What follows belongs to an exercise in optimizing a design on an open flow for small area; a production flow would make more cautious choices. Function was checked by simulation only, so behaviour that the tests miss may differ from the original. No activity file was given, so power comes from the tool's default toggle rates.

$ cat design.v
`timescale              1ns/1ps
`default_nettype        none
module EF_PSRAM_CTRL_ahbl (
    input   wire            HCLK,
    input   wire            HRESETn,
    input   wire            HSEL,
    input   wire [31:0]     HADDR,
    input   wire [31:0]     HWDATA,
    input   wire [1:0]      HTRANS,
    input   wire [2:0]      HSIZE,
    input   wire            HWRITE,
    input   wire            HREADY,
    output  wire            HREADYOUT,
    output  wire [31:0]     HRDATA,
    output  wire            sck,
    output  wire            ce_n,
    input   wire [3:0]      din,
    output  wire [3:0]      dout,
    output  wire [3:0]      douten
);
    localparam [5:0] Q_IDLE  = 6'd62;
    localparam [5:0] Q_START = 6'd63;
    reg [5:0]   q;
    reg         wr;          
    reg         sz1;         
    reg         sz4;         
    reg [31:0]  sr;          
    wire [4:0]  c       = q[5:1];
    wire        idle    = (q == Q_IDLE);
    wire        start   = HTRANS[1] & HSEL & HREADY;
    reg  [5:0]  q_last;
    always @* begin
        case ({wr, sz4, sz1})
            3'b001:  q_last = 6'd45;    
            3'b000:  q_last = 6'd49;    
            3'b010:  q_last = 6'd57;    
            3'b011:  q_last = 6'd57;
            3'b101:  q_last = 6'd31;    
            3'b100:  q_last = 6'd35;    
            default: q_last = 6'd43;    
        endcase
    end
    assign HREADYOUT = idle | (q == q_last);
    always @(posedge HCLK or negedge HRESETn)
        if (!HRESETn)
            q <= Q_IDLE;
        else if (HREADYOUT)
            q <= start ? Q_START : Q_IDLE;
        else
            q <= q + 6'd1;
    always @(posedge HCLK)
        if (HREADY) begin
            wr  <= HWRITE;
            sz1 <= (HSIZE == 3'd0);
            sz4 <= (HSIZE != 3'd0) & (HSIZE != 3'd1);
        end
    wire        shift = q[0] & (c >= 5'd8) & (c != 5'd31);
    wire        in3   = ~sz4 & c[4];
    wire        in1   = sz1 & c[4];
    wire [31:0] sr_sh = { din,
                          sr[31:20],
                          in3 ? din : sr[19:16],
                          sr[15:12],
                          in1 ? din : sr[11:8],
                          sr[7:4] };
    always @(posedge HCLK)
        if (start & HREADYOUT)
            sr <= {sr_sh[31:24], HADDR[3:0], HADDR[7:4], HADDR[11:8],
                   HADDR[15:12], HADDR[19:16], HADDR[23:20]};
        else if (shift)
            sr <= sr_sh;
    genvar i;
    generate
        for (i = 0; i < 4; i = i + 1) begin : g_rd
            assign HRDATA[8*i+7:8*i+4] = sr[8*i+3:8*i];
            assign HRDATA[8*i+3:8*i]   = sr[8*i+7:8*i+4];
        end
    endgenerate
    reg  [3:0]  wnib;
    always @*
        case (c[2:0])
            3'b110:  wnib = HWDATA[7:4];
            3'b111:  wnib = HWDATA[3:0];
            3'b000:  wnib = HWDATA[15:12];
            3'b001:  wnib = HWDATA[11:8];
            3'b010:  wnib = HWDATA[23:20];
            3'b011:  wnib = HWDATA[19:16];
            3'b100:  wnib = HWDATA[31:28];
            default: wnib = HWDATA[27:24];
        endcase
    wire [7:0]  cmd     = wr ? 8'h38 : 8'heb;
    assign sck      = q[0];
    assign ce_n     = (c == 5'd31);
    assign dout     = (c < 5'd8)  ? {3'b000, cmd[~c[2:0]]} :
                      (c < 5'd14) ? sr[3:0] :
                      wnib;
    assign douten   = {4{wr | (c < 5'd14)}};
endmodule
$ cat run.sh
#!/bin/bash
# synth_recipe.tcl (not shown) runs the flow's synth.tcl, then flattens the netlist and writes it again
# the make line also repeats each setting of config.mk as NAME=value (left out here)
make -C /OpenROAD-flow-scripts/flow DESIGN_CONFIG=/design/flow/config.mk WORK_HOME=/design/flow/orfs CLKGATE_MAP_FILE= SYNTH_SCRIPT=/design/flow/synth_recipe.tcl finish
$ cat config.mk
export PLATFORM = sky130hd
export DESIGN_NAME = EF_PSRAM_CTRL_ahbl
export DESIGN_NICKNAME = EF_PSRAM_CTRL_ahbl
export VERILOG_FILES = /design/flow/design.v
export SDC_FILE = /design/flow/constraint.sdc
export NUM_CORES = 4
export LEC_CHECK = 0
export CAP_MARGIN = 20
export CORE_MARGIN = 2
export CORE_UTILIZATION = 40
export SLEW_MARGIN = 20
$ cat constraint.sdc
create_clock -name core_clock -period 10.0 [get_ports {HCLK}]
set_input_delay 2.0000 -clock core_clock [delete_from_list [all_inputs] [get_ports {HCLK}]]
set_output_delay 2.0000 -clock core_clock [all_outputs]
set_load 0.01 [all_outputs]
==> results.toml, run 1 <==
[route]
wire_per_inst_um = 15.84
vias = 1896
drc = 0
antenna_left = 0
routed_wirelength_um = 5829
drt_iter0_drc = 68
first_pass_iters = 4
viasPerCell = 5.152

[outcome]
run_status = "finished clean"

[sta]
max_freq_mhz = 169.9
finalCritPeriodShare_pct = 58.86
finalHoldViolCount = 0
min_period_ns = 5.886
setup_tns_ns = 0
finalSetupViolCount = 0
slew_headroom_pct = 32.93
tightest_slew_ns = 1.002
grt_setup_unrepaired = "false"
report.final.slew_viol_count = 0
finClkSkew_ns = 0.01177

[power]
combPwrFrac_pct = 49.2
power.static_leakage_uw = 0.001297
internal_power_uw = 699.5
power_frac_seq_pct = 38.5
powerDensity_mw_per_mm2 = 300.0
p_sw_uw = 372.1
total_power_uw = 1072
clock_power_share_pct = 12.3
irDropWorstVdd_mv = 0.1919
switching_share_pct = 34.72

[place]
io_buffers = 111
place.gp.congestion = 0.7465
dp.cells = 360
place_area_mm2 = 0.003461
dp_hpwl_um = 4453

[logic_synthesis]
ys_ff_latch = 41
synth_cells = 192
synth_area_per_cell_um2 = 12.24
synth-edff-count = 35
yosysTopAreaCell = "edfxtp_1"
synthArstFlopShare_pct = 14.63
synth_cell_types = 41
yosys_warnings = 1
synth_common_cells = "edfxtp_1 (35), mux2_2 (33), nand2_1 (14), o21ai_0 (14), nor2_1 (8)"
syn_area_mm2 = 0.002351
yosysSeqAreaShare_pct = 51.36
yosysMostFrequentCell = "edfxtp_1"
synth_top_cell_area_share_pct = 44.70
synth_area_leaders = "edfxtp_1 (45%), mux2_2 (16%), dfstp_2 (5.6%), o21ai_0 (3.0%), nand2_1 (2.2%)"
syn-num-nets = 273
ys.flop_type = "edfxtp_1"

[global_routing]
grt.total_usage_pct = 18.08
grt-ovfl-total = 0
grt_first_pass_wirelength_um = 9004
grt_max_degree = 33
antenna_found_initial = 0
grt_pass1_vias = 1831

[worst_hold_path]
hold_class = "flip-flop to flip-flop"
hold_path_depth = 0
holdPathEnd = "sr[25]$_DFFE_PP_"
hold_start = "sr[29]$_DFFE_PP_"

[cts]
clockBufferDepth = 2
insertion_delay_ns = 0.29
cts_buffers = 5
cts.root.buffer_cell = "clkbuf_8"
cts.repair.resized = 0
post_cts_buffers = 0
clock_sinks = 41
cts_max_level = 2
cts_tree = "yes"
postCtsHoldBufs = 0
clk_pin_slew_ns = 0.08

[worst_setup_path]
critPathMaxFanout = 1
cp.arrival_ns = 3.89
cp_slowest_cell = "clkdlybuf4s50_1"
r2r_cells = 5
cp_slowest_stage_delay_ns = 0.50
timing.critical_path.mode_cell = "clkdlybuf4s50_1"
endpoint_kind = "primary output"
startpoint_type = "input pin"
worstPathRequired_ns = 8.00
r2r_setup_slack_ns = 7.04
worstSetupPathType = "input pin to primary output"
rr_startpoint = "q[1]$_DFF_PN1_"
r2r_end = "sr[27]$_DFFE_PP_"
startpoint = "HWDATA[21]"
crit_chain = "clkdlybuf4s50_1, mux2_2, a221oi_1, a31oi_1, nor4_1, a21oi_1, clkdlybuf4s50_1"

[die]
die_y_um = 80.67
core-area_mm2 = 0.005608
num_rows = 27
die_area_mm2 = 0.006507
pin_count = 121
die_width_um = 80.67
initial_core_util_pct = 41.92

[final_layout]
finish.instance_area_mm2 = 0.003572
drive_gt1_share_pct = 17.91
synthToLayoutAreaGrowth_pct = 51.94
antennaDiodeCount = 0
nets = 376
fillers = 488
post-route-util_pct = 63.70
fin_cells = 368

[flow_run]
maxCapViolCount = 0
[stage by stage]
step | setup WS [ns] | hold WS (ns)
after global placement | 4.137 | 0.4336
after detailed placement | 4.102 | 0.4411
after global routing | 4.036 | 0.4748
after floorplan | 5.116 | 0.4990
final | 4.114 | 0.4628
after CTS | 4.107 | 0.4688
[kinds of logic after synthesis]
group	count (synthesis)	share of synthesized area, %
AND/OR/NAND/NOR	53	12.40
XOR/XNOR	5	1.863
buffers and inverters	19	5.003
AO/OA/AOI/OAI	33	9.314
adder cells (fa/ha/maj)	3	1.597
flip-flops	41	51.36
multiplexers	38	18.47
[power by group through the flow]
stage,Sequential [µW],Combinational (µW),Clock [µW]
after CTS,412,535,134
after floorplan,396,292,0
after global routing,429,572,142
final,412,528,131
after global placement,411,532,0
after detailed placement,415,533,0
[worst max path at each step]
stage | to | slack [ns] | cells after the start
floorplan | dout[1] | 5.12 | 5
global route | dout[1] | 4.04 | 7
global placement | dout[1] | 4.14 | 7
detailed placement | dout[1] | 4.10 | 7
finish | dout[1] | 4.11 | 7
CTS | dout[1] | 4.11 | 7
[per-layer routing]
layer | track usage (%) | vias to the layer above | routed length [µm]
li1 | - | 921 | -
met1 | 23.75 | 905 | 2459
met2 | 30.08 | 62 | 2977
met3 | 4.157 | 8 | 316
met4 | 4.576 | 0 | 76
met5 | 0 | - | 0
[sequential cells by signal, indices dropped and copies added, names as in the netlist]
register,count
sr,32
q,6
sz1,1
sz4,1
wr,1
[worst max-delay path, delay by kind of cell]
family | cells | cell delay (ns)
buf+inv | 2 | 0.89
compound gates | 3 | 0.38
simple gates | 1 | 0.34
mux | 1 | 0.26
[layout by cell type (no fill, tap or decap), drive strengths merged, types with 4 or more instances in the layout]
| cell | Yosys | layout |
|---|---|---|
| a21oi | 4 | 4 |
| clkbuf | 2 | 6 |
| clkdlybuf4s50 | 0 | 111 |
| dfstp | 5 | 5 |
| edfxtp | 35 | 35 |
| inv | 4 | 4 |
| mux2 | 33 | 33 |
| mux2i | 4 | 4 |
| nand2 | 14 | 14 |
| nand3 | 6 | 6 |
| nand3b | 5 | 5 |
| nor2 | 8 | 8 |
| nor2b | 4 | 4 |
| o21ai | 14 | 14 |
| o22ai | 4 | 4 |
[layout make-up]
type / instances / area (µm²) / share of cell area [%]
clock buffer: 6 / 72.57 / 2.032
sequential: 41 / 1207 / 33.80
clock inverter: 2 / 38.79 / 1.086
multi-input combinational: 132 / 1037 / 29.04
tap: 72 / 90.09 / 2.522
inverter: 4 / 15.01 / 0.4203
timing repair buffer: 111 / 1111 / 31.10
==> inputs of run 2 (changes only) <==
==> flow/run.sh (new file) <==
#!/bin/bash
# The standard layout, with the port buffers made of the smallest buffer
# (sky130_fd_sc_hd__buf_1) instead of the one buffer_ports picks by itself,
# and a clock tree without dummy loads. Each tool's full output goes to a log
# here (make.log; ORFS's per-step logs stay under orfs/logs).
set -euo pipefail
cat >> config.mk <<'EOT'
export BUFFER_PORTS_ARGS = -buffer_cell sky130_fd_sc_hd__buf_1
export CTS_ARGS = -sink_clustering_enable -repair_clock_nets -dont_use_dummy_load
EOT
bash standard.sh > make.log 2>&1
==> standard.sh (new file) <==
#!/bin/bash
# synth_recipe.tcl (not shown) runs the flow's synth.tcl, then flattens the netlist and writes it again
# the make line also repeats each setting of config.mk as NAME=value (left out here)
make -C /OpenROAD-flow-scripts/flow DESIGN_CONFIG=/design/flow/config.mk WORK_HOME=/design/flow/orfs CLKGATE_MAP_FILE= SYNTH_SCRIPT=/design/flow/synth_recipe.tcl "${@:-finish}"
--- a/config.mk
+++ b/config.mk
@@ -10,2 +10,4 @@
 export CORE_UTILIZATION = 40
 export SLEW_MARGIN = 20
+export BUFFER_PORTS_ARGS = -buffer_cell sky130_fd_sc_hd__buf_1
+export CTS_ARGS = -sink_clustering_enable -repair_clock_nets -dont_use_dummy_load
removed: run.sh
==> run 2 against run 1 <==
Net effect:
- hold slack worse by 0.014 ns
- via count is 3.1% lower
- cell area is 21% lower
- worst setup slack better by 0.73 ns
- synthesized cell count stayed put
- combinational power is 26% lower
- critical path type unchanged
- highest routed layer unchanged
==> results.toml, run 2 <==
[die]
initial_core_util_pct = 41.92
num_rows = 27
pin_count = 121
die_area_mm2 = 0.006507
core-area_mm2 = 0.005608
die_y_um = 80.67
die_width_um = 80.67

[worst_setup_path]
endpoint_kind = "primary output"
critPathMaxFanout = 1
crit_chain = "buf_1, mux2_2, a221oi_1, a31oi_1, nor4_1, a21oi_1, buf_1"
timing.critical_path.mode_cell = "buf_1"
cp_slowest_stage_delay_ns = 0.31
cp.arrival_ns = 3.16
worstSetupPathType = "input pin to primary output"
cp_slowest_cell = "nor4_1"
worstPathRequired_ns = 8.00
startpoint_type = "input pin"

[final_layout]
largest_reg_flops = 32
regMostFlops = "sr"
final_common_cell = "buf_1"
nets = 376
reg_top3 = "sr (32), q (6)"
synthToLayoutAreaGrowth_pct = 20.60
mostFrequentLayoutCells = "buf_1 (111), edfxtp_1 (35), mux2_2 (33)"
antennaDiodeCount = 0
drive_gt1_share_pct = 17.41
fin_cells = 365

[sta]
hold_ws_ns = 0.4484
tightest_slew_ns = 1.022
finClkSkew_ns = 0.01283
min_period_ns = 5.156
finalCritPeriodShare_pct = 51.56
report.final.slew_viol_count = 0
slew_headroom_pct = 31.64
grt_setup_unrepaired = "false"
finalSetupViolCount = 0
finalHoldViolCount = 0
max_freq_mhz = 193.9
setup_tns_ns = 0

[cts]
clockBufferDepth = 2
cts_buffers = 5
postCtsHoldBufs = 0
cts_tree = "yes"
clock_sinks = 41
cts.repair.resized = 0
insertion_delay_ns = 0.28
post_cts_buffers = 0
cts_max_level = 2
clk_pin_slew_ns = 0.07
cts.root.buffer_cell = "clkbuf_8"

[logic_synthesis]
yosysTopAreaCell = "edfxtp_1"
synth_top_cell_area_share_pct = 44.70
synth_area_leaders = "edfxtp_1 (45%), mux2_2 (16%), dfstp_2 (5.6%), o21ai_0 (3.0%), nand2_1 (2.2%)"
yosysMostFrequentCell = "edfxtp_1"
ys_ff_latch = 41
synth_area_per_cell_um2 = 12.24
synth_cells = 192
yosysSeqAreaShare_pct = 51.36
synth_common_cells = "edfxtp_1 (35), mux2_2 (33), nand2_1 (14), o21ai_0 (14), nor2_1 (8)"
syn_area_mm2 = 0.002351
synth-edff-count = 35
syn-num-nets = 273
synthArstFlopShare_pct = 14.63
ys.flop_type = "edfxtp_1"
synth_cell_types = 41
yosys_warnings = 1

[global_routing]
grt.total_usage_pct = 16.52
grt_first_pass_wirelength_um = 8190
antenna_found_initial = 0
grt_max_degree = 33
grt_pass1_vias = 1703
grt-ovfl-total = 0

[power]
powerDensity_mw_per_mm2 = 317.1
combPwrFrac_pct = 43.8
internal_power_uw = 538.0
clock_power_share_pct = 10.6
power.static_leakage_uw = 0.0009755
power_frac_seq_pct = 45.6
p_sw_uw = 361.0
irDropWorstVdd_mv = 0.1450
switching_share_pct = 40.15
total_power_uw = 899.0

[outcome]
run_status = "finished clean"

[place]
dp.cells = 360
dp_hpwl_um = 4026
io_buffers = 111
place.gp.congestion = 0.7761

[route]
first_pass_iters = 4
routed_wirelength_um = 5450
antenna_left = 0
vias = 1838
viasPerCell = 5.036
drt_iter0_drc = 127
wire_per_inst_um = 14.93
drc = 0

[worst_hold_path]
hold_class = "flip-flop to flip-flop"

[flow_run]
maxCapViolCount = 0
[run 2: area by class of cell]
cell class / instances / area [µm²]
clock buffers: 5 / 68.82
fillers: 560 / 2773
inverters: 4 / 15.01
multi-input cells: 132 / 1037
flip-flops and latches: 41 / 1207
well taps: 72 / 90.09
repair buffers: 111 / 416.7
[run 2: metrics by stage]
stage	cell area [µm²]	utilization (%)	setup slack, ns
after floorplan	2351	-	5.116
after global placement	2766	49.33	4.856
after CTS	2835	50.56	4.857
after detailed placement	2766	49.33	4.860
final	2835	50.56	4.844
after global routing	2835	50.56	4.723
[run 2: metal layers]
layer	vias up	wire length [µm]	GRT usage, %	share of wire, %
met1	857	2281	22.26	42
met5	-	0	0	0
met3	5	339	3.708	6.2
met4	0	29	3.559	0.53
li1	918	-	-	-
met2	58	2799	27.17	51
[run 2: critical path, delay by kind of cell]
kind                   cells  cell delay (ns)
buffers and inverters      2             0.20
AND/OR/NAND/NOR            1             0.31
multiplexers               1             0.25
AO/OA/AOI/OAI              3             0.39
[run 2: final timing paths]
kind                             startpoint  slack (ns)  cells past startpoint          endpoint
max reg2reg                  q[1]$_DFF_PN1_        7.03                      5   sr[0]$_DFFE_PP_
min reg2reg                sr[28]$_DFFE_PP_        0.45                      0  sr[24]$_DFFE_PP_
max                              HWDATA[17]        4.84                      7           dout[1]
max in group asynchronous           HRESETn        8.13                      1    q[5]$_DFF_PN1_
min                        sr[28]$_DFFE_PP_        0.45                      0  sr[24]$_DFFE_PP_
min in group asynchronous           HRESETn        1.58                      1    q[0]$_DFF_PN0_
[run 2: kinds of logic after synthesis]
family / synth area share (%)
AO/OA/AOI/OAI: 9.314
buffers and inverters: 5.003
multiplexers: 18.47
XOR/XNOR: 1.863
AND/OR/NAND/NOR: 12.40
flip-flops: 51.36
adder cells (fa/ha/maj): 1.597
[run 2: power groups by stage]
stage          registers, µW  clock network [µW]  logic [µW]
6_report                 410                95.4         393
5_1_grt                  429                 103         438
4_1_cts                  412                97.6         399
3_5_place_dp             415                   0         396
3_3_place_gp             409                   0         393
2_1_floorplan            396                   0         292
==> inputs of run 3 (changes only) <==
==> flow/run.sh (replaced) <==
#!/bin/bash
# The standard layout, with the port buffers made of the smallest buffer
# (sky130_fd_sc_hd__buf_1) instead of the one buffer_ports picks by itself,
# and a small clock tree without dummy loads. Each tool's full output goes to
# a log here (make.log; ORFS's per-step logs stay under orfs/logs).
set -euo pipefail
cat >> config.mk <<'EOT'
export BUFFER_PORTS_ARGS = -buffer_cell sky130_fd_sc_hd__buf_1
export CTS_ARGS = -sink_clustering_enable -repair_clock_nets -dont_use_dummy_load -root_buf sky130_fd_sc_hd__clkbuf_16 -buf_list sky130_fd_sc_hd__clkbuf_16 -sink_clustering_size 64 -sink_clustering_max_diameter 500
EOT
bash standard.sh > make.log 2>&1
--- a/config.mk
+++ b/config.mk
@@ -11,3 +11,3 @@
 export SLEW_MARGIN = 20
 export BUFFER_PORTS_ARGS = -buffer_cell sky130_fd_sc_hd__buf_1
-export CTS_ARGS = -sink_clustering_enable -repair_clock_nets -dont_use_dummy_load
+export CTS_ARGS = -sink_clustering_enable -repair_clock_nets -dont_use_dummy_load -root_buf sky130_fd_sc_hd__clkbuf_16 -buf_list sky130_fd_sc_hd__clkbuf_16 -sink_clustering_size 64 -sink_clustering_max_diameter 500
==> run 3 against run 2 <==
Net effect:
- fmax barely moved
- clock skew fell by 0.0052 ns
- synthesized area did not move
- largest cell class unchanged
==> results.toml, run 3 <==
[outcome]
run_status = "finished clean"

[logic_synthesis]
synth-edff-count = 35
synth_area_per_cell_um2 = 12.24
syn_area_mm2 = 0.002351
yosysSeqAreaShare_pct = 51.36
synth_cells = 192
yosysTopAreaCell = "edfxtp_1"
yosys_warnings = 1
synthArstFlopShare_pct = 14.63
synth_cell_types = 41
yosysMostFrequentCell = "edfxtp_1"
synth_common_cells = "edfxtp_1 (35), mux2_2 (33), nand2_1 (14), o21ai_0 (14), nor2_1 (8)"
ys_ff_latch = 41
synth_top_cell_area_share_pct = 44.70
syn-num-nets = 273
ys.flop_type = "edfxtp_1"
synth_area_leaders = "edfxtp_1 (45%), mux2_2 (16%), dfstp_2 (5.6%), o21ai_0 (3.0%), nand2_1 (2.2%)"

[final_layout]
final_common_cell = "buf_1"
mostFrequentLayoutCells = "buf_1 (111), edfxtp_1 (35), mux2_2 (33)"
largest_reg_flops = 32
antennaDiodeCount = 0
finish.instance_area_mm2 = 0.002892
regArea_mm2 = 0.001207
fillers = 551
regMostFlops = "sr"
post-route-util_pct = 51.56
reg_top3 = "sr (32), q (6)"
synthToLayoutAreaGrowth_pct = 22.99
multi_input_area_mm2 = 0.001037
nets = 376
drive_gt1_share_pct = 17.41

[cts]
post_cts_buffers = 0
postCtsHoldBufs = 0
insertion_delay_ns = 0.27
cts_max_level = 2
clk_pin_slew_ns = 0.06
clock_sinks = 41
cts_tree = "yes"
cts_buffers = 5
clockBufferDepth = 2
cts.root.buffer_cell = "clkbuf_16"
cts.repair.resized = 0

[die]
pin_count = 121
num_rows = 27
die_width_um = 80.67
die_area_mm2 = 0.006507
core-area_mm2 = 0.005608
initial_core_util_pct = 41.92
die_y_um = 80.67

[global_routing]
use_met3_pct = 3.708
grt.total_usage_pct = 16.52
use_met1_pct = 22.35
grt_max_degree = 33
grt_use_met2_pct = 27.08
grt-ovfl-total = 0
grt.busiest_layer = "met2"
antenna_found_initial = 0
grt_first_pass_wirelength_um = 8176
grt_pass1_vias = 1699

[worst_setup_path]
cp.arrival_ns = 3.16
worstSetupPathType = "input pin to primary output"
rr_startpoint = "q[1]$_DFF_PN1_"
r2r_cells = 5
critPathMaxFanout = 1
startpoint = "HWDATA[17]"
r2r_setup_slack_ns = 7.02
endpoint_kind = "primary output"
startpoint_type = "input pin"
worstPathRequired_ns = 8.00

[sta]
slew_headroom_pct = 31.62
setup_tns_ns = 0
finalHoldViolCount = 0
min_period_ns = 5.158
max_freq_mhz = 193.9
finalSetupViolCount = 0
grt_setup_unrepaired = "false"
tightest_slew_ns = 1.022
finalCritPeriodShare_pct = 51.58
finClkSkew_ns = 0.007648
report.final.slew_viol_count = 0

[power]
powerDensity_mw_per_mm2 = 328.3
power.static_leakage_uw = 0.001001
irDropWorstVdd_mv = 0.1500

[route]
first_pass_iters = 5
routed_wirelength_um = 5468
wire_per_inst_um = 14.98
drt_iter0_drc = 115
vias = 1842
drc = 0
antenna_left = 0
viasPerCell = 5.047

[worst_hold_path]
hold_path_depth = 0
hold_class = "flip-flop to flip-flop"
hold_start = "sr[28]$_DFFE_PP_"

[place]
place.gp.congestion = 0.7761
dp_hpwl_um = 4026
io_buffers = 111
place_area_mm2 = 0.002766

[flow_run]
maxCapViolCount = 0
run 3: cell counts after synthesis:
No cell type changed its count.
run 3: through the flow:
step,power (µW),hold slack (ns),worst slack (ns),cells
6_report,949.2,0.4443,4.842,365
3_5_place_dp,811.7,0.4308,4.860,360
5_1_grt,1019,0.4485,4.723,365
3_3_place_gp,801.6,0.4287,4.856,360
2_1_floorplan,687.4,0.4990,5.116,192
4_1_cts,957.0,0.4420,4.857,365
run 3: critical path, cell delays in order:
cell      delay (ns)
buf_1           0.06
mux2_2          0.25
a221oi_1        0.24
a31oi_1         0.07
nor4_1          0.31
a21oi_1         0.08
buf_1           0.14
run 3: kinds of logic (layout without fill, tap and decap cells):
| group | Yosys count | in the layout | share of synthesized area [%] |
|---|---|---|---|
| AND/OR/NAND/NOR | 53 | 53 | 12.40 |
| XOR/XNOR | 5 | 5 | 1.863 |
| buffers and inverters | 19 | 120 | 5.003 |
| AO/OA/AOI/OAI | 33 | 33 | 9.314 |
| flip-flops | 41 | 41 | 51.36 |
| multiplexers | 38 | 38 | 18.47 |
| adder cells (fa/ha/maj) | 3 | 3 | 1.597 |
run 3: path summary, 6_finish.rpt:
kind / to
setup / recovery: dout[1]
hold / removal: sr[24]$_DFFE_PP_
setup reg to reg: sr[10]$_DFFE_PP_
hold reg to reg: sr[24]$_DFFE_PP_
max in group asynchronous: q[2]$_DFF_PN1_
min in group asynchronous: q[0]$_DFF_PN0_
run 3: final cells by class:
| type | count | area share (%) |
|---|---|---|
| Multi-Input combinational cell | 132 | 35.87 |
| Tap cell | 72 | 3.116 |
| Clock buffer | 5 | 4.327 |
| Inverter | 4 | 0.5193 |
| Sequential cell | 41 | 41.76 |
| Timing Repair Buffer | 111 | 14.41 |
run 3: per-layer routing:
| metal | share of wire (%) | wire (µm) | vias up |
|---|---|---|---|
| met2 | 51 | 2769 | 59 |
| met3 | 5.6 | 307 | 5 |
| met4 | 0.53 | 29 | 0 |
| met5 | 0 | 0 | - |
| met1 | 43 | 2362 | 862 |
| li1 | - | - | 916 |
run 3: report_power, final:
part	internal [µW]	switching [µW]	leakage, µW
sequential	317	94.1	0.000397
combinational	176	218	0.000543
clock	88.1	55.8	0.0000616
total	582	368	0.00100
==> inputs of run 4 (changes only) <==
--- a/flow/run.sh
+++ b/flow/run.sh
@@ -7,5 +7,5 @@
 cat >> config.mk <<'EOT'
 export BUFFER_PORTS_ARGS = -buffer_cell sky130_fd_sc_hd__buf_1
-export CTS_ARGS = -sink_clustering_enable -repair_clock_nets -dont_use_dummy_load -root_buf sky130_fd_sc_hd__clkbuf_16 -buf_list sky130_fd_sc_hd__clkbuf_16 -sink_clustering_size 64 -sink_clustering_max_diameter 500
+export CTS_ARGS = -sink_clustering_enable -repair_clock_nets -dont_use_dummy_load -root_buf sky130_fd_sc_hd__clkbuf_4 -buf_list sky130_fd_sc_hd__clkbuf_4
 EOT
 bash standard.sh > make.log 2>&1
--- a/config.mk
+++ b/config.mk
@@ -11,3 +11,3 @@
 export SLEW_MARGIN = 20
 export BUFFER_PORTS_ARGS = -buffer_cell sky130_fd_sc_hd__buf_1
-export CTS_ARGS = -sink_clustering_enable -repair_clock_nets -dont_use_dummy_load -root_buf sky130_fd_sc_hd__clkbuf_16 -buf_list sky130_fd_sc_hd__clkbuf_16 -sink_clustering_size 64 -sink_clustering_max_diameter 500
+export CTS_ARGS = -sink_clustering_enable -repair_clock_nets -dont_use_dummy_load -root_buf sky130_fd_sc_hd__clkbuf_4 -buf_list sky130_fd_sc_hd__clkbuf_4
==> run 4 against run 3 <==
Net effect:
- still clean on timing, DRC and antenna
- sequential power hardly changed
- sequential share of layout area is 1.3 points higher
- combinational power hardly changed
- global-route usage is 0.068 points higher
- non-clock buffer count stayed put
- first-iteration DRC count is 11% higher
- register-to-register slack hardly changed
- synthesized area stayed put
- die area stayed put
- cell area is 3.0% lower
- largest cell class unchanged
- highest routed layer unchanged
==> results.toml, run 4 <==
[global_routing]
grt_use_met2_pct = 26.83
grt-ovfl-total = 0
grt.total_usage_pct = 16.59
use_met1_pct = 22.33
use_met3_pct = 3.708
antenna_found_initial = 0
grt_max_degree = 33
grt_pass1_vias = 1691
grt_first_pass_wirelength_um = 8155
grt.busiest_layer = "met2"

[sta]
grt_setup_unrepaired = "false"
finalHoldViolCount = 0
slew_headroom_pct = 31.22
max_freq_mhz = 194.0
tightest_slew_ns = 1.028
setup_tns_ns = 0
finalSetupViolCount = 0
report.final.slew_viol_count = 0
finalCritPeriodShare_pct = 51.54
finClkSkew_ns = 0.02279
min_period_ns = 5.154

[logic_synthesis]
ys.flop_type = "edfxtp_1"
yosysSeqAreaShare_pct = 51.36
ys_ff_latch = 41
yosys_warnings = 1
synth_area_per_cell_um2 = 12.24
syn_area_mm2 = 0.002351
synth_cells = 192
synth_top_cell_area_share_pct = 44.70
synth_cell_types = 41
yosysTopAreaCell = "edfxtp_1"
synth-edff-count = 35
synthArstFlopShare_pct = 14.63
synth_common_cells = "edfxtp_1 (35), mux2_2 (33), nand2_1 (14), o21ai_0 (14), nor2_1 (8)"
yosysMostFrequentCell = "edfxtp_1"
synth_area_leaders = "edfxtp_1 (45%), mux2_2 (16%), dfstp_2 (5.6%), o21ai_0 (3.0%), nand2_1 (2.2%)"
syn-num-nets = 273

[worst_setup_path]
endpoint_kind = "primary output"
timing.critical_path.mode_cell = "buf_1"
cp_slowest_stage_delay_ns = 0.31
r2r_cells = 5
cp.arrival_ns = 3.15
startpoint = "HWDATA[17]"
crit_family = "compound AO/OA/AOI/OAI gates"
crit_buf_inv = 2
worstPathRequired_ns = 8.00
rr_startpoint = "q[1]$_DFF_PN1_"
crit_chain = "buf_1, mux2_2, a221oi_1, a31oi_1, nor4_1, a21oi_1, buf_1"
startpoint_type = "input pin"
r2r_setup_slack_ns = 7.01
cp_slowest_cell = "nor4_1"
critPathMaxFanout = 1
r2r_end = "sr[0]$_DFFE_PP_"
worstSetupPathType = "input pin to primary output"

[cts]
cts_tree = "yes"
clockBufferDepth = 2
cts_buffers = 5
insertion_delay_ns = 0.34
post_cts_buffers = 0
cts_max_level = 2
postCtsHoldBufs = 0
clock_sinks = 41
clk_pin_slew_ns = 0.11
cts.root.buffer_cell = "clkbuf_4"
cts.repair.resized = 0

[flow_run]
maxCapViolCount = 0

[power]
powerDensity_mw_per_mm2 = 311.8
power_frac_seq_pct = 46.9
power.static_leakage_uw = 0.0009626
switching_share_pct = 40.99
internal_power_uw = 515.9
total_power_uw = 874.4
clock_power_share_pct = 8.0
combPwrFrac_pct = 45.0
p_sw_uw = 358.4
irDropWorstVdd_mv = 0.1411

[worst_hold_path]
hold_class = "flip-flop to flip-flop"
hold_start = "sr[28]$_DFFE_PP_"
holdPathEnd = "sr[24]$_DFFE_PP_"
hold_path_depth = 0

[final_layout]
synthToLayoutAreaGrowth_pct = 19.27
regMostFlops = "sr"
mostFrequentLayoutCells = "buf_1 (111), edfxtp_1 (35), mux2_2 (33)"
drive_gt1_share_pct = 17.41
nets = 376
largest_reg_flops = 32
final_common_cell = "buf_1"
reg_top3 = "sr (32), q (6)"
antennaDiodeCount = 0

[die]
core-area_mm2 = 0.005608
initial_core_util_pct = 41.92
die_y_um = 80.67
pin_count = 121
die_area_mm2 = 0.006507
die_width_um = 80.67
num_rows = 27

[outcome]
run_status = "finished clean"

[route]
antenna_left = 0
drt_iter0_drc = 128
viasPerCell = 5.071
routed_wirelength_um = 5434
vias = 1851
first_pass_iters = 4
wire_per_inst_um = 14.89
drc = 0

[place]
io_buffers = 111
place.gp.congestion = 0.7761
dp_hpwl_um = 4026
[run 4: worst max path at each step]
stage / to / cells past startpoint / slack [ns]
2_1_floorplan: dout[1] / 5 / 5.12
3_3_place_gp: dout[1] / 7 / 4.86
3_5_place_dp: dout[1] / 7 / 4.86
4_1_cts: dout[1] / 7 / 4.86
5_1_grt: dout[1] / 7 / 4.72
6_report: dout[1] / 7 / 4.85
[run 4: kinds of logic after synthesis]
kind of cell	Yosys count	share of synthesized area, %
buffers and inverters	19	5.003
AND/OR/NAND/NOR	53	12.40
AO/OA/AOI/OAI	33	9.314
flip-flops	41	51.36
multiplexers	38	18.47
adder cells (fa/ha/maj)	3	1.597
XOR/XNOR	5	1.863
[run 4: through the flow]
| stage | utilization [%] | cell area (µm²) | hold slack [ns] | instances | setup slack [ns] |
|---|---|---|---|---|---|
| floorplan | - | 2351 | 0.4990 | 192 | 5.116 |
| global placement | 49.33 | 2766 | 0.4287 | 360 | 4.856 |
| detailed placement | 49.33 | 2766 | 0.4308 | 360 | 4.860 |
| CTS | 50.00 | 2804 | 0.4555 | 365 | 4.857 |
| global route | 50.00 | 2804 | 0.4642 | 365 | 4.723 |
| finish | 50.00 | 2804 | 0.4576 | 365 | 4.846 |
[run 4: layout make-up]
| class | instances | area, µm² |
|---|---|---|
| flip-flops and latches | 41 | 1207 |
| clock buffers | 5 | 37.54 |
| repair buffers | 111 | 416.7 |
| fillers | 564 | 2804 |
| well taps | 72 | 90.09 |
| multi-input cells | 132 | 1037 |
| inverters | 4 | 15.01 |
[run 4: worst register-to-register path: stages, from the launching register on]
cell	delay (ns)
dfstp_2	0.84
ha_1	0.33
nand2_1	0.07
nor2_1	0.06
a31oi_4	0.78
o21ai_4	0.51
[run 4: power by group through the flow]
| stage | combinational (µW) | sequential, µW | clock (µW) |
|---|---|---|---|
| CTS | 398 | 411 | 73.9 |
| detailed placement | 396 | 415 | 0 |
| floorplan | 292 | 396 | 0 |
| finish | 394 | 410 | 70.2 |
| global route | 438 | 428 | 79.0 |
| global placement | 393 | 409 | 0 |
[run 4: layer usage]
layer  share of wire [%]  up-vias
li1                    -      921
met1                  42      864
met2                  50       61
met3                 6.6        5
met4                0.79        0
met5                   0        -
==> inputs of run 5 (changes only) <==
==> design.v (replaced) <==
`timescale              1ns/1ps
`default_nettype        none
module EF_PSRAM_CTRL_ahbl (
    input   wire            HCLK,
    input   wire            HRESETn,
    input   wire            HSEL,
    input   wire [31:0]     HADDR,
    input   wire [31:0]     HWDATA,
    input   wire [1:0]      HTRANS,
    input   wire [2:0]      HSIZE,
    input   wire            HWRITE,
    input   wire            HREADY,
    output  wire            HREADYOUT,
    output  wire [31:0]     HRDATA,
    output  wire            sck,
    output  wire            ce_n,
    input   wire [3:0]      din,
    output  wire [3:0]      dout,
    output  wire [3:0]      douten
);
    reg [5:0]   q;
    reg         wr;          
    reg         sz1;         
    reg         szs;         
    reg [31:0]  sr;          
    wire [4:0]  u       = q[5:1];
    wire        start   = HTRANS[1] & HSEL & HREADY;
    assign HREADYOUT = q[0] & u[4] & (wr ? u[0] : u[3]) &
                       (sz1 | (u[1] & (szs | u[2])));
    always @(posedge HCLK or negedge HRESETn)
        if (!HRESETn)
            q <= 6'd63;
        else if (HREADYOUT)
            q <= start ? 6'd3 : 6'd63;
        else
            q <= q + 6'd1;
    always @(posedge HCLK)
        if (HREADY) begin
            wr  <= HWRITE;
            sz1 <= (HSIZE == 3'd0);
            szs <= (HSIZE == 3'd0) | (HSIZE == 3'd1);
        end
    wire        shift = q[0] & (u[4] | (u[3] & (u[2] | u[1])));
    wire        in3   = szs & u[4];
    wire        in1   = sz1 & u[4];
    wire [31:0] sr_sh = { din,
                          sr[31:20],
                          in3 ? din : sr[19:16],
                          sr[15:12],
                          in1 ? din : sr[11:8],
                          sr[7:4] };
    always @(posedge HCLK)
        if (start & HREADYOUT)
            sr <= {sr_sh[31:24], HADDR[3:0], HADDR[7:4], HADDR[11:8],
                   HADDR[15:12], HADDR[19:16], HADDR[23:20]};
        else if (shift)
            sr <= sr_sh;
    genvar i;
    generate
        for (i = 0; i < 4; i = i + 1) begin : g_rd
            assign HRDATA[8*i+7:8*i+4] = sr[8*i+3:8*i];
            assign HRDATA[8*i+3:8*i]   = sr[8*i+7:8*i+4];
        end
    endgenerate
    reg  [3:0]  wnib;
    always @*
        case (u[2:0])
            3'd0:    wnib = HWDATA[7:4];
            3'd1:    wnib = HWDATA[3:0];
            3'd2:    wnib = HWDATA[15:12];
            3'd3:    wnib = HWDATA[11:8];
            3'd4:    wnib = HWDATA[23:20];
            3'd5:    wnib = HWDATA[19:16];
            3'd6:    wnib = HWDATA[31:28];
            default: wnib = HWDATA[27:24];
        endcase
    wire [7:0]  cmd     = wr ? 8'h38 : 8'heb;
    wire [2:0]  cidx    = 3'd1 - u[2:0];
    wire        p_cmd   = ~u[4] & (~u[3] | ~(u[2] | u[1]));
    assign sck      = q[0];
    assign ce_n     = (u[4:1] == 4'd0) | (u == 5'd31);
    assign dout     = p_cmd ? {3'b000, cmd[cidx]} :
                      u[4]  ? wnib :
                      sr[3:0];
    assign douten   = {4{wr | ~u[4]}};
endmodule
==> flow/run.sh (replaced) <==
#!/bin/bash
# The standard layout with three changes to how it is made:
#  - synthesis maps the logic with an area-oriented ABC script (flow/area.abc)
#    in place of ORFS's speed script; everything else in the synthesis is
#    synth_recipe.tcl as given (same flip-flop mapping, flattening, renaming);
#  - the port buffers are sky130_fd_sc_hd__buf_1 (buffer_ports -buffer_cell);
#  - the clock tree uses clkbuf_4 and no dummy loads.
# make's output goes to make.log here; ORFS's per-step logs stay under orfs/logs.
set -euo pipefail
W=$(pwd)
ABC_SCRIPT="$W/flow/area.abc"
sed "s|log_cmd abc {\*}\$abc_args|log_cmd abc {*}[lreplace \$abc_args 1 1 $ABC_SCRIPT]|" \
    "$FLOW_HOME/scripts/synth.tcl" > "$W/synth_area.tcl"
grep -q "$ABC_SCRIPT" "$W/synth_area.tcl"
sed "s|source \$::env(SCRIPTS_DIR)/synth.tcl|source $W/synth_area.tcl|" \
    "$W/synth_recipe.tcl" > "$W/own_synth.tcl"
grep -q "$W/synth_area.tcl" "$W/own_synth.tcl"
cat >> config.mk <<'EOT'
export BUFFER_PORTS_ARGS = -buffer_cell sky130_fd_sc_hd__buf_1
export CTS_ARGS = -sink_clustering_enable -repair_clock_nets -dont_use_dummy_load -root_buf sky130_fd_sc_hd__clkbuf_4 -buf_list sky130_fd_sc_hd__clkbuf_4
EOT
bash standard.sh SYNTH_SCRIPT="$W/own_synth.tcl" finish > make.log 2>&1
==> flow/area.abc (new file) <==
strash
dch -f
map -a
mfs2
strash
dch -f
map -a
topo
==> run 5 against run 4 <==
Net effect:
- still clean
- hold slack better by 0.017 ns
- cell area is 5.8% lower
- routed wire length is 2.1% higher
- synthesized cell count is 22% higher
- critical path type unchanged
- largest cell class unchanged
==> results.toml, run 5 <==
[sta]
finalHoldViolCount = 0
tightest_slew_ns = 0.9127
setup_tns_ns = 0
grt_setup_unrepaired = "false"
min_period_ns = 4.910
slew_headroom_pct = 39.01
finalCritPeriodShare_pct = 49.10
fin_ws_ns = 5.090
max_freq_mhz = 203.7
finalSetupViolCount = 0
report.final.slew_viol_count = 0
finClkSkew_ns = 0.02435

[power]
powerDensity_mw_per_mm2 = 324.1
irDropWorstVdd_mv = 0.1400
power.static_leakage_uw = 0.0009604

[global_routing]
grt.total_usage_pct = 19.14
antenna_found_initial = 0
grt_max_degree = 33
grt-ovfl-total = 0
grt_first_pass_wirelength_um = 9011
grt_pass1_vias = 1911

[final_layout]
mostFrequentLayoutCells = "buf_1 (111), nand2_1 (71), edfxtp_1 (35)"
reg_top3 = "sr (32), q (6)"
post-route-util_pct = 51.74
nets = 431
final_common_cell = "buf_1"
finish.instance_area_mm2 = 0.002643
largest_reg_flops = 32
regMostFlops = "sr"
antennaDiodeCount = 0
synthToLayoutAreaGrowth_pct = 24.90
drive_gt1_share_pct = 4.310

[worst_setup_path]
critPathMaxFanout = 1
crit_chain = "buf_1, clkinv_1, nor2_1, a221oi_1, nand4_1, a211oi_1, o22ai_1, buf_1"
startpoint_type = "input pin"
crit_buf_inv = 3
cp_slowest_stage_delay_ns = 0.20
worstSetupPathType = "input pin to primary output"
timing.critical_path.mode_cell = "buf_1"
worstPathRequired_ns = 8.00
cp_slowest_cell = "a221oi_1"
crit_family = "compound AO/OA/AOI/OAI gates"
endpoint_kind = "primary output"
cp.arrival_ns = 2.91

[outcome]
run_status = "finished clean"

[place]
io_buffers = 111
place_area_mm2 = 0.002605
dp_slack_ns = 5.088
dp_hpwl_um = 4122
place.gp.congestion = 0.8551

[logic_synthesis]
ys.flop_type = "edfxtp_1"
yosys_warnings = 1
synth_cells = 235
synth_top_cell_area_share_pct = 49.67
synth-edff-count = 35
synth_common_cells = "nand2_1 (71), edfxtp_1 (35), a21oi_1 (29)"
syn_area_mm2 = 0.002116
synthArstFlopShare_pct = 14.63
yosysMostFrequentCell = "nand2_1"
yosysSeqAreaShare_pct = 57.13
yosysTopAreaCell = "edfxtp_1"
ys_ff_latch = 41
synth_cell_types = 24
syn-num-nets = 316
synth_area_per_cell_um2 = 9.003
synth_area_leaders = "edfxtp_1 (50%), nand2_1 (13%), dfstp_2 (7.5%), a21oi_1 (6.9%), clkinv_1 (4.3%)"

[route]
routed_wirelength_um = 5550
viasPerCell = 4.938
vias = 2064
antenna_left = 0
wire_per_inst_um = 13.28
first_pass_iters = 4
drt_iter0_drc = 112
drc = 0

[cts]
insertion_delay_ns = 0.36
cts_max_level = 2
clockBufferDepth = 2
cts_tree = "yes"
cts.root.buffer_cell = "clkbuf_4"
cts.repair.resized = 0
clock_sinks = 41
postCtsHoldBufs = 0
cts_buffers = 5
clk_pin_slew_ns = 0.10
post_cts_buffers = 0

[die]
die_width_um = 76.73
pin_count = 121
initial_core_util_pct = 41.43
die_area_mm2 = 0.005887
die_y_um = 76.73
num_rows = 26
core-area_mm2 = 0.005107

[worst_hold_path]
hold_class = "flip-flop to flip-flop"

[flow_run]
maxCapViolCount = 0
run 5: final timing paths:
check	startpoint	to	slack [ns]	cells past startpoint
max reg2reg	wr$_DFFE_PP_	sr[7]$_DFFE_PP_	6.74	8
max	HWDATA[28]	dout[0]	5.09	8
min reg2reg	sr[29]$_DFFE_PP_	sr[25]$_DFFE_PP_	0.47	0
min	sr[29]$_DFFE_PP_	sr[25]$_DFFE_PP_	0.47	0
min in group asynchronous	HRESETn	q[0]$_DFF_PN1_	1.78	1
max in group asynchronous	HRESETn	q[3]$_DFF_PN1_	8.19	1
run 5: area by class of cell:
| class | instances | area (µm²) |
|---|---|---|
| fillers | 548 | 2465 |
| inverters | 24 | 90.09 |
| repair buffers | 111 | 416.7 |
| clock buffers | 5 | 37.54 |
| well taps | 70 | 87.58 |
| multi-input cells | 167 | 802.0 |
| flip-flops and latches | 41 | 1209 |
run 5: kinds of logic (layout without fill, tap and decap cells):
| group | after synthesis | in the layout | synth area share, % |
|---|---|---|---|
| and+or+nand+nor | 113 | 113 | 21.64 |
| AOI/OAI and AO/OA | 50 | 50 | 13.72 |
| DFF | 41 | 41 | 57.13 |
| buffers and inverters | 27 | 140 | 5.322 |
| adders and majority gates | 3 | 3 | 1.774 |
| xor gates and xnor gates | 1 | 1 | 0.4140 |
run 5: power by group:
group          internal, µW  switching, µW  total [µW]
sequential              320           66.6         386
clock                  23.6           50.1        73.7
combinational           135            262         396
run 5: worst reg2reg max path: cells and delay by family (launching register included):
kind / cells / cell delay [ns]
simple gates: 2 / 0.81
compound gates: 4 / 0.73
flops: 1 / 0.47
buf+inv: 2 / 1.02
run 5: per-layer routing:
| layer | part of all wire (%) | GRT usage (%) |
|---|---|---|
| met5 | 0 | 0 |
| met2 | 46 | 31.32 |
| met1 | 43 | 24.56 |
| met4 | 1.1 | 4.909 |
| met3 | 9.4 | 6.235 |
run 5: metrics by stage:
step	std cells	power [µW]	hold WS, ns
4_1_cts	418	860.9	0.4709
5_1_grt	418	927.8	0.4869
3_5_place_dp	413	787.2	0.4338
3_3_place_gp	413	784.5	0.4317
2_1_floorplan	235	642.4	0.4740
6_report	418	856.4	0.4749
==> inputs of run 6 (changes only) <==
--- a/design.v
+++ b/design.v
@@ -19,5 +19,6 @@
     output  wire [3:0]      douten
 );
-    reg [5:0]   q;
+    reg [5:0]   qn;          
+    wire [5:0]  q = ~qn;
     reg         wr;          
     reg         sz1;         
@@ -30,9 +31,9 @@
     always @(posedge HCLK or negedge HRESETn)
         if (!HRESETn)
-            q <= 6'd63;
+            qn <= 6'd0;
         else if (HREADYOUT)
-            q <= start ? 6'd3 : 6'd63;
+            qn <= start ? 6'd60 : 6'd0;
         else
-            q <= q + 6'd1;
+            qn <= qn - 6'd1;
     always @(posedge HCLK)
         if (HREADY) begin
--- a/flow/run.sh
+++ b/flow/run.sh
@@ -5,5 +5,5 @@
 #    synth_recipe.tcl as given (same flip-flop mapping, flattening, renaming);
 #  - the port buffers are sky130_fd_sc_hd__buf_1 (buffer_ports -buffer_cell);
-#  - the clock tree uses clkbuf_4 and no dummy loads.
+#  - the clock tree uses clkbuf_4 buffers and no dummy loads.
 # make's output goes to make.log here; ORFS's per-step logs stay under orfs/logs.
 set -euo pipefail
==> flow/area.abc (replaced) <==
strash
dch
amap
topo
--- a/config.mk
+++ b/config.mk
@@ -8,5 +8,5 @@
 export CAP_MARGIN = 20
 export CORE_MARGIN = 2
-export CORE_UTILIZATION = 40
+export CORE_UTILIZATION = 70
 export SLEW_MARGIN = 20
 export BUFFER_PORTS_ARGS = -buffer_cell sky130_fd_sc_hd__buf_1
==> run 6 against run 5 <==
Net effect:
- combinational power fell by 4%
- still clean on timing, DRC and antenna
- final cell count fell by 25%
- non-clock buffer count rose by 1
- die area fell by 45%
- critical path type unchanged
- register-to-register slack got worse by 0.44 ns
- cell area fell by 7.5%
==> results.toml, run 6 <==
[place]
place.gp.congestion = 0.8690
dp_hpwl_um = 4006
dp.cells = 310
io_buffers = 111
place_area_mm2 = 0.002406

[final_layout]
multi_input_area_um2 = 696.9
fillers = 130
reg_top3 = "sr (32), qn (6)"
nets = 367
largest_reg_flops = 32
regMostFlops = "sr"
antennaDiodeCount = 0
final_common_cell = "buf_1"
finish.instance_area_mm2 = 0.002444
fin_cells = 315
drive_gt1_share_pct = 2.465
mostFrequentLayoutCells = "buf_1 (111), edfxtp_1 (35), o21ai_0 (19)"
synthToLayoutAreaGrowth_pct = 24.47
regArea_mm2 = 0.001201

[worst_hold_path]
hold_path_depth = 0
hold_class = "flip-flop to flip-flop"

[logic_synthesis]
synth_cells = 170
synth_area_per_cell_um2 = 11.55
syn_area_mm2 = 0.001963
ys.flop_type = "edfxtp_1"
synth_top_cell_area_share_pct = 53.54
synthArstFlopShare_pct = 14.63
yosysSeqAreaShare_pct = 61.19
synth-edff-count = 35
yosysTopAreaCell = "edfxtp_1"
syn-num-nets = 251
synth_area_leaders = "edfxtp_1 (54%), dfrtp_1 (7.6%), a22o_1 (7.1%), o21ai_0 (4.8%), o22ai_1 (3.2%)"
yosys_warnings = 1
ys_ff_latch = 41
synth_common_cells = "edfxtp_1 (35), o21ai_0 (19), a22o_1 (16), nand2_1 (16), clkinv_1 (12)"
yosysMostFrequentCell = "edfxtp_1"
synth_cell_types = 21

[die]
num_rows = 19
initial_core_util_pct = 72.44
core-area_mm2 = 0.002710
die_area_mm2 = 0.003244
die_y_um = 56.96
die_width_um = 56.96
pin_count = 121

[sta]
grt_setup_unrepaired = "false"
setup_tns_ns = 0
tightest_slew_ns = 0.9127
finalHoldViolCount = 0
finalSetupViolCount = 0
finalCritPeriodShare_pct = 50.33
slew_headroom_pct = 38.97
report.final.slew_viol_count = 0
finClkSkew_ns = 0.005654
min_period_ns = 5.033
hold_ws_ns = 0.4595
max_freq_mhz = 198.7

[route]
drt_iter0_drc = 157
viasPerCell = 6.302
antenna_left = 0
wire_per_inst_um = 17.27
drc = 0
routed_wirelength_um = 5441
first_pass_iters = 5
vias = 1985

[worst_setup_path]
endpoint_kind = "primary output"
cp_slowest_stage_delay_ns = 0.35
crit_buf_inv = 2
crit_chain = "buf_1, a222oi_1, nand2_1, a221oi_1, a21oi_1, buf_1"
startpoint_type = "input pin"
worstPathRequired_ns = 8.00
cp.arrival_ns = 3.03
timing.critical_path.mode_cell = "buf_1"
cp_num_cells = 6
cp_slowest_cell = "a222oi_1"
critPathMaxFanout = 1
worstSetupPathType = "input pin to primary output"
crit_family = "compound AO/OA/AOI/OAI gates"
r2r_cells = 6

[cts]
cts.repair.resized = 0
cts.root.buffer_cell = "clkbuf_4"
cts_buffers = 5
insertion_delay_ns = 0.35
post_cts_buffers = 0
cts_tree = "yes"
clock_sinks = 41
cts_max_level = 2
postCtsHoldBufs = 0
clk_pin_slew_ns = 0.10
clockBufferDepth = 2

[power]
powerDensity_mw_per_mm2 = 333.5
irDropWorstVdd_mv = 0.3218
power.static_leakage_uw = 0.0008590

[outcome]
run_status = "finished clean"

[flow_run]
maxCapViolCount = 0

[global_routing]
grt_first_pass_wirelength_um = 8135
use_met3_pct = 9.297
grt_pass1_vias = 1751
grt-ovfl-total = 0
grt_use_met2_pct = 60.76
grt.busiest_layer = "met2"
use_met1_pct = 40.03
grt_max_degree = 33
grt.total_usage_pct = 34.09
antenna_found_initial = 0
[run 6: cell types whose count changed after synthesis, sizes merged, moves of 7 or more]
cell / change
a21oi: -21
nor2: -14
a22oi: +7
nand2: -55
a22o: +16
clkinv: -12
o21ai: +14
[run 6: path summary, 6_finish.rpt]
check                                       from                to  slack [ns]
worst max register to register   qn[2]$_DFF_PN0_   sr[1]$_DFFE_PP_        6.30
worst max-delay path                   HWDATA[3]           dout[3]        4.97
worst min-delay path            sr[30]$_DFFE_PP_  sr[26]$_DFFE_PP_        0.46
min in group asynchronous                HRESETn   qn[0]$_DFF_PN0_        1.50
worst min register to register  sr[30]$_DFFE_PP_  sr[26]$_DFFE_PP_        0.46
max in group asynchronous                HRESETn   qn[1]$_DFF_PN0_        8.25
[run 6: report_power, final]
group          internal, µW  switching (µW)  total (µW)
combinational           134             246         379
clock                  23.5            48.7        72.2
sequential              305            58.8         363
total                   462             353         815
[run 6: final cells by class]
cell class	instances	area share, %
inverter	12	1.843
tap	31	1.587
timing repair buffer	112	17.36
multi-input combinational	114	28.52
sequential	41	49.16
clock buffer	5	1.536
[run 6: kinds of logic after synthesis]
| kind of cell | share of synthesized area [%] |
|---|---|
| compound gates | 24.35 |
| fa+ha+maj | 1.912 |
| buf+inv | 3.441 |
| simple gates | 9.115 |
| flops | 61.19 |
[run 6: per-layer routing]
layer,vias up,wire [µm]
li1,913,-
met1,895,1883
met2,158,2880
met3,19,534
met4,0,143
met5,-,0
[run 6: through the flow]
step	utilization, %	setup slack [ns]	total power, µW
CTS	90.17	4.995	808.0
global placement	88.78	5.057	716.9
detailed placement	88.78	4.993	737.8
floorplan	-	5.306	597.8
finish	90.17	4.967	814.9
global route	90.17	4.930	861.7
==> inputs of run 7 (changes only) <==
--- a/design.v
+++ b/design.v
@@ -19,6 +19,5 @@
     output  wire [3:0]      douten
 );
-    reg [5:0]   qn;          
-    wire [5:0]  q = ~qn;
+    reg [5:0]   q;
     reg         wr;          
     reg         sz1;         
@@ -31,9 +30,9 @@
     always @(posedge HCLK or negedge HRESETn)
         if (!HRESETn)
-            qn <= 6'd0;
+            q <= 6'd63;
         else if (HREADYOUT)
-            qn <= start ? 6'd60 : 6'd0;
+            q <= start ? 6'd3 : 6'd63;
         else
-            qn <= qn - 6'd1;
+            q <= q + 6'd1;
     always @(posedge HCLK)
         if (HREADY) begin
--- a/flow/run.sh
+++ b/flow/run.sh
@@ -5,5 +5,5 @@
 #    synth_recipe.tcl as given (same flip-flop mapping, flattening, renaming);
 #  - the port buffers are sky130_fd_sc_hd__buf_1 (buffer_ports -buffer_cell);
-#  - the clock tree uses clkbuf_4 buffers and no dummy loads.
+#  - the clock tree uses clkbuf_8 and no dummy loads.
 # make's output goes to make.log here; ORFS's per-step logs stay under orfs/logs.
 set -euo pipefail
@@ -18,5 +18,5 @@
 cat >> config.mk <<'EOT'
 export BUFFER_PORTS_ARGS = -buffer_cell sky130_fd_sc_hd__buf_1
-export CTS_ARGS = -sink_clustering_enable -repair_clock_nets -dont_use_dummy_load -root_buf sky130_fd_sc_hd__clkbuf_4 -buf_list sky130_fd_sc_hd__clkbuf_4
+export CTS_ARGS = -sink_clustering_enable -repair_clock_nets -dont_use_dummy_load -root_buf sky130_fd_sc_hd__clkbuf_8 -buf_list sky130_fd_sc_hd__clkbuf_8
 EOT
 bash standard.sh SYNTH_SCRIPT="$W/own_synth.tcl" finish > make.log 2>&1
==> flow/area.abc (replaced) <==
strash
dch -f
amap
topo
--- a/config.mk
+++ b/config.mk
@@ -8,6 +8,6 @@
 export CAP_MARGIN = 20
 export CORE_MARGIN = 2
-export CORE_UTILIZATION = 70
+export CORE_UTILIZATION = 40
 export SLEW_MARGIN = 20
 export BUFFER_PORTS_ARGS = -buffer_cell sky130_fd_sc_hd__buf_1
-export CTS_ARGS = -sink_clustering_enable -repair_clock_nets -dont_use_dummy_load -root_buf sky130_fd_sc_hd__clkbuf_4 -buf_list sky130_fd_sc_hd__clkbuf_4
+export CTS_ARGS = -sink_clustering_enable -repair_clock_nets -dont_use_dummy_load -root_buf sky130_fd_sc_hd__clkbuf_8 -buf_list sky130_fd_sc_hd__clkbuf_8
==> run 7 against run 6 <==
Net effect:
- largest power group is now sequential cells
- still clean
- cell area grew 5.9%
- critical endpoint unchanged
- synthesized area grew 3.3%
- critical path type unchanged
- sequential power grew 8.0%
- synthesized cell count grew 8.2%
- final cell count grew 16%
==> results.toml, run 7 <==
[outcome]
run_status = "finished clean"

[logic_synthesis]
yosysTopAreaCell = "edfxtp_1"
synth_common_cells = "edfxtp_1 (35), nand2_1 (32), nor2_1 (20)"
synthAdderAreaFrac_pct = 1.852
syn-num-nets = 265
synth_area_leaders = "edfxtp_1 (52%), dfstp_2 (7.8%), o22a_1 (6.9%), nand2_1 (5.9%), nor2_1 (3.7%)"
ys_ff_latch = 41
synth_top_cell_area_share_pct = 51.85
syn_area_mm2 = 0.002027
synthMuxAreaShare_pct = 0
synth-xor-area-share_pct = 0
synth-simple-area-share_pct = 13.52
yosysMostFrequentCell = "edfxtp_1"
yosysSeqAreaShare_pct = 59.63
synth_cells = 184
synth_cell_types = 26
synthArstFlopShare_pct = 14.63
synth_compound_area_share_pct = 21.85
synth-edff-count = 35
synth_area_per_cell_um2 = 11.02
ys.flop_type = "edfxtp_1"
yosys_warnings = 1
synth_top_family_by_area = "compound AO/OA/AOI/OAI gates"

[global_routing]
grt_max_degree = 33
use_met3_pct = 6.024
grt.busiest_layer = "met2"
grt_first_pass_wirelength_um = 8107
grt_pass1_vias = 1738
antenna_found_initial = 0
grt_use_met2_pct = 32.55
grt-ovfl-total = 0
grt.total_usage_pct = 19.58
use_met1_pct = 24.74

[power]
powerDensity_mw_per_mm2 = 338.3
power.static_leakage_uw = 0.0008489
irDropWorstVdd_mv = 0.1417

[cts]
clock_sinks = 41
cts.root.buffer_cell = "clkbuf_8"
clockBufferDepth = 2
cts_tree = "yes"
cts.repair.resized = 0
cts_max_level = 2
clk_pin_slew_ns = 0.07
post_cts_buffers = 0
insertion_delay_ns = 0.29
postCtsHoldBufs = 0
cts_buffers = 5

[sta]
min_period_ns = 5.177
finalHoldViolCount = 0
max_freq_mhz = 193.2
grt_setup_unrepaired = "false"
fin_ws_ns = 4.823
setup_tns_ns = 0
tightest_slew_ns = 0.8761
slew_headroom_pct = 41.45
finClkSkew_ns = 0.01412
report.final.slew_viol_count = 0
finalCritPeriodShare_pct = 51.77
finalSetupViolCount = 0

[place]
dp_hpwl_um = 4138
place_area_mm2 = 0.002520
dp_slack_ns = 4.837
place.gp.congestion = 0.8018
io_buffers = 111

[final_layout]
nets = 381
antennaDiodeCount = 0
drive_gt1_share_pct = 4.362
regMostFlops = "sr"
reg_top3 = "sr (32), q (6)"
finish.instance_area_mm2 = 0.002589
synthToLayoutAreaGrowth_pct = 27.72
mostFrequentLayoutCells = "buf_1 (111), edfxtp_1 (35), nand2_1 (32)"
final_common_cell = "buf_1"
largest_reg_flops = 32

[route]
viasPerCell = 5.252
drt_iter0_drc = 123
antenna_left = 0
first_pass_iters = 4
drc = 0
wire_per_inst_um = 15.07
routed_wirelength_um = 5500
vias = 1917

[worst_setup_path]
endpoint_kind = "primary output"
startpoint = "HWDATA[19]"
startpoint_type = "input pin"
r2r_setup_slack_ns = 6.91
rr_startpoint = "q[1]$_DFF_PN1_"
worstPathRequired_ns = 8.00
worstSetupPathType = "input pin to primary output"
cp.arrival_ns = 3.18
critPathMaxFanout = 1

[worst_hold_path]
hold_start = "sr[31]$_DFFE_PP_"
hold_class = "flip-flop to flip-flop"

[die]
die_y_um = 75.19
core-area_mm2 = 0.004817
die_width_um = 75.19
num_rows = 25
pin_count = 121
initial_core_util_pct = 42.08
die_area_mm2 = 0.005653

[flow_run]
maxCapViolCount = 0
## run 7: kinds of logic after synthesis
logic type	count (synthesis)
AND/OR/NAND/NOR	66
flip-flops	41
adder cells (fa/ha/maj)	3
buffers and inverters	14
AO/OA/AOI/OAI	60
## run 7: worst max-delay path: stages
cell	delay, ns
buf_1	0.08
a32o_1	0.24
a221oi_1	0.31
nand4_1	0.15
a22oi_1	0.18
nor2_1	0.06
buf_1	0.16
## run 7: per-stage QoR
stage	std cells	hold slack (ns)	total power, µW	util (%)
after detailed placement	360	0.4386	784.7	52.31
after CTS	365	0.4578	882.5	53.74
after global placement	360	0.4304	781.3	52.31
after floorplan	184	0.4683	640.7	-
after global routing	365	0.4777	947.3	53.74
final	365	0.4575	875.7	53.74
## run 7: where the power goes
part / total, µW / internal (µW) / switching (µW) / leakage [µW]
registers: 392 / 321 / 70.8 / 0.000402
logic: 388 / 145 / 242 / 0.000411
clock network: 95.8 / 45.0 / 50.8 / 0.0000359
total: 876 / 512 / 364 / 0.000849
## run 7: final timing paths
kind                               endpoint  depth (start not counted)
max in group asynchronous    q[2]$_DFF_PN1_                          1
min reg2reg                sr[27]$_DFFE_PP_                          0
min in group asynchronous    q[0]$_DFF_PN1_                          1
max reg2reg                 sr[8]$_DFFE_PP_                          7
min                        sr[27]$_DFFE_PP_                          0
max                                 dout[3]                          7
## run 7: routing by layer
metal	share of wire (%)	vias up	routed length, µm
met3	9.3	4	509
met5	0	-	0
li1	-	944	-
met4	0.60	0	33
met2	48	92	2661
met1	42	877	2296
## run 7: cell type report
| type | instances | area [µm²] |
|---|---|---|
| clock buffers | 5 | 68.82 |
| fillers | 483 | 2228 |
| inverters | 11 | 41.29 |
| multi-input cells | 129 | 762.0 |
| flip-flops and latches | 41 | 1209 |
| well taps | 67 | 83.83 |
| repair buffers | 112 | 424.2 |
==> inputs of run 8 (changes only) <==
--- a/design.v
+++ b/design.v
@@ -19,5 +19,6 @@
     output  wire [3:0]      douten
 );
-    reg [5:0]   q;
+    reg [5:0]   qn;          
+    wire [5:0]  q = ~qn;
     reg         wr;          
     reg         sz1;         
@@ -30,9 +31,9 @@
     always @(posedge HCLK or negedge HRESETn)
         if (!HRESETn)
-            q <= 6'd63;
+            qn <= 6'd0;
         else if (HREADYOUT)
-            q <= start ? 6'd3 : 6'd63;
+            qn <= start ? 6'd60 : 6'd0;
         else
-            q <= q + 6'd1;
+            qn <= qn - 6'd1;
     always @(posedge HCLK)
         if (HREADY) begin
--- a/flow/run.sh
+++ b/flow/run.sh
@@ -5,5 +5,5 @@
 #    synth_recipe.tcl as given (same flip-flop mapping, flattening, renaming);
 #  - the port buffers are sky130_fd_sc_hd__buf_1 (buffer_ports -buffer_cell);
-#  - the clock tree uses clkbuf_8 and no dummy loads.
+#  - the clock tree uses clkbuf_8 buffers and no dummy loads.
 # make's output goes to make.log here; ORFS's per-step logs stay under orfs/logs.
 set -euo pipefail
==> flow/area.abc (replaced) <==
strash
dch
amap
topo
==> run 8 against run 7 <==
Net effect:
- still clean
- routed wire length fell by 6.5%
- sequential cell count unchanged
- via count decreased by 4.6%
- clock skew is 0.0024 ns lower
- critical path depth down 1
- clock power fell by 2%
- utilization down 0.28 points
- power shrank 6.3%
- non-clock buffer count did not move
- synthesized area is 3.1% lower
- sequential share of layout area rose by 0.88 points
- critical endpoint unchanged
- largest cell class unchanged
==> results.toml, run 8 <==
[worst_setup_path]
critPathMaxFanout = 1
endpoint_kind = "primary output"
crit_chain = "buf_1, a222oi_1, nand2_1, a221oi_1, a21oi_1, buf_1"
timing.critical_path.mode_cell = "buf_1"
worstPathRequired_ns = 8.00
r2r_cells = 7
startpoint_type = "input pin"
r2r_setup_slack_ns = 6.85

[global_routing]
grt_first_pass_wirelength_um = 7500
grt-ovfl-total = 0
grt.total_usage_pct = 18.56
grt_pass1_vias = 1640
grt_max_degree = 33

[sta]
finalHoldViolCount = 0
max_freq_mhz = 199.8
min_period_ns = 5.004
fin_ws_ns = 4.996
report.final.slew_viol_count = 0
tightest_slew_ns = 0.8901
setup_tns_ns = 0
grt_setup_unrepaired = "false"

[logic_synthesis]
yosysSeqAreaShare_pct = 61.19
ys.flop_type = "edfxtp_1"
synth_area_per_cell_um2 = 11.55
synth-edff-count = 35
synthArstFlopShare_pct = 14.63
synth_common_cells = "edfxtp_1 (35), o21ai_0 (19), a22o_1 (16), nand2_1 (16), clkinv_1 (12)"
synth_cell_types = 21
ys_ff_latch = 41
synth_cells = 170
syn_area_mm2 = 0.001963
synth_top_cell_area_share_pct = 53.54
yosysTopAreaCell = "edfxtp_1"

[die]
die_y_um = 74.06
pin_count = 121
die_width_um = 74.06
core-area_mm2 = 0.004723

[worst_hold_path]
hold_start = "sr[30]$_DFFE_PP_"
holdPathEnd = "sr[26]$_DFFE_PP_"
hold_class = "flip-flop to flip-flop"
hold_path_depth = 0

[route]
drt_iter0_drc = 115
vias = 1829
drc = 0
routed_wirelength_um = 5144
first_pass_iters = 4

[place]
io_buffers = 111
dp_hpwl_um = 3892
place_area_mm2 = 0.002456
place.gp.congestion = 0.8254
dp_slack_ns = 4.978

[cts]
insertion_delay_ns = 0.29
clockBufferDepth = 2
cts_tree = "yes"
cts_max_level = 2
cts_buffers = 5
cts.repair.resized = 0
clk_pin_slew_ns = 0.08

[final_layout]
post-route-util_pct = 53.46
regArea_mm2 = 0.001201
finish.instance_area_mm2 = 0.002525
multi_input_area_um2 = 701.9
mostFrequentLayoutCells = "buf_1 (111), edfxtp_1 (35), o21ai_0 (19)"
largest_reg_flops = 32
antennaDiodeCount = 0
final_common_cell = "buf_1"

[power]
irDropWorstVdd_mv = 0.1304
powerDensity_mw_per_mm2 = 325.0
total_power_uw = 820.6

[outcome]
run_status = "finished clean"

[flow_run]
maxCapViolCount = 0
==> run 8: cell types whose count changed after synthesis, moves of 5 or more <==
cell	before	now
dfstp_2	6	0
nand2_1	32	16
nor2_1	20	9
a31oi_1	10	2
a222oi_1	0	5
o21ai_0	9	19
dfrtp_1	0	6
o22a_1	16	0
a22o_1	0	16
o22ai_1	1	10
==> run 8: cells by family (layout without fill, tap and decap cells) <==
logic type,after synthesis,count (layout),synth area share (%)
AO/OA/AOI/OAI,70,70,24.35
flip-flops,41,41,61.19
AND/OR/NAND/NOR,41,41,9.115
buffers and inverters,15,129,3.441
adder cells (fa/ha/maj),3,3,1.912
==> run 8: worst reg2reg max path: stages (launching register included) <==
cell      delay, ns
dfrtp_1        0.49
clkinv_1       0.36
nand2_1        0.20
a31oi_1        0.22
nand4_1        0.15
buf_4          0.27
clkinv_1       0.71
a22o_1         0.50
==> run 8: layout make-up <==
type	instances	share of cell area, %
Sequential cell	41	47.57
Multi-Input combinational cell	114	27.80
Timing Repair Buffer	112	16.80
Tap cell	67	3.320
Clock buffer	5	2.725
Inverter	12	1.784
==> run 8: metal layers <==
| layer | GRT usage [%] | vias up | wire length [µm] |
|---|---|---|---|
| met2 | 33.43 | 85 | 2533 |
| met3 | 6.911 | 7 | 502 |
| met5 | 0 | - | 0 |
| li1 | - | 912 | - |
| met1 | 20.40 | 825 | 2055 |
| met4 | 5.455 | 0 | 53 |
==> run 8: worst max-delay path by stage <==
stage | slack (ns) | to | startpoint | cells past startpoint
final | 5.00 | dout[3] | HWDATA[3] | 6
after detailed placement | 4.98 | dout[3] | HWDATA[3] | 6
after CTS | 4.98 | dout[3] | HWDATA[3] | 6
after global routing | 4.93 | dout[3] | HWDATA[3] | 6
after global placement | 4.98 | dout[3] | HWDATA[3] | 6
after floorplan | 5.31 | dout[3] | HWDATA[19] | 4
==> run 8: through the flow <==
step                      cells  hold WS (ns)
after global placement      346        0.4312
after floorplan             170        0.4773
final                       351        0.4576
after detailed placement    346        0.4326
after global routing        351        0.4666
after CTS                   351        0.4628
==> run 8: power by group <==
| group | internal [µW] | leakage (µW) | switching [µW] | total (µW) |
|---|---|---|---|---|
| Combinational | 132 | 0.000427 | 233 | 365 |
| Sequential | 306 | 0.000416 | 56.1 | 362 |
| Clock | 44.9 | 0.0000359 | 48.9 | 93.8 |
| Total | 483 | 0.000879 | 338 | 821 |

## static timing again, ports no longer ideal
In the flow no input, the clock included, has a driving cell. The finished layouts below were timed again as built, in two steps.
Step 1: set_driving_cell puts a clkbuf_16 on HCLK and a buf_2 on each other input, an assumption about the parent block.
Step 2 also shifts input and output timing later by t, the mid clock arrival at the registers, as if the neighbouring blocks saw the same clock.
Slacks: ideal / step 1 / step 2; pairs: ideal / step 1.
run	shift t [ns]	setup slack, ns
run 1	0.309	4.114 / 4.087 / 4.087
run 2	0.303	4.844 / 4.820 / 4.820
run 3	0.300	4.842 / 4.819 / 4.819
run 4	0.352	4.846 / 4.823 / 4.823
run 5	0.369	5.090 / 5.068 / 5.068
run 6	0.367	4.967 / 4.945 / 4.945
run 7	0.309	4.823 / 4.800 / 4.800
run 8	0.306	4.996 / 4.973 / 4.973
After both steps every run listed still meets setup and hold.
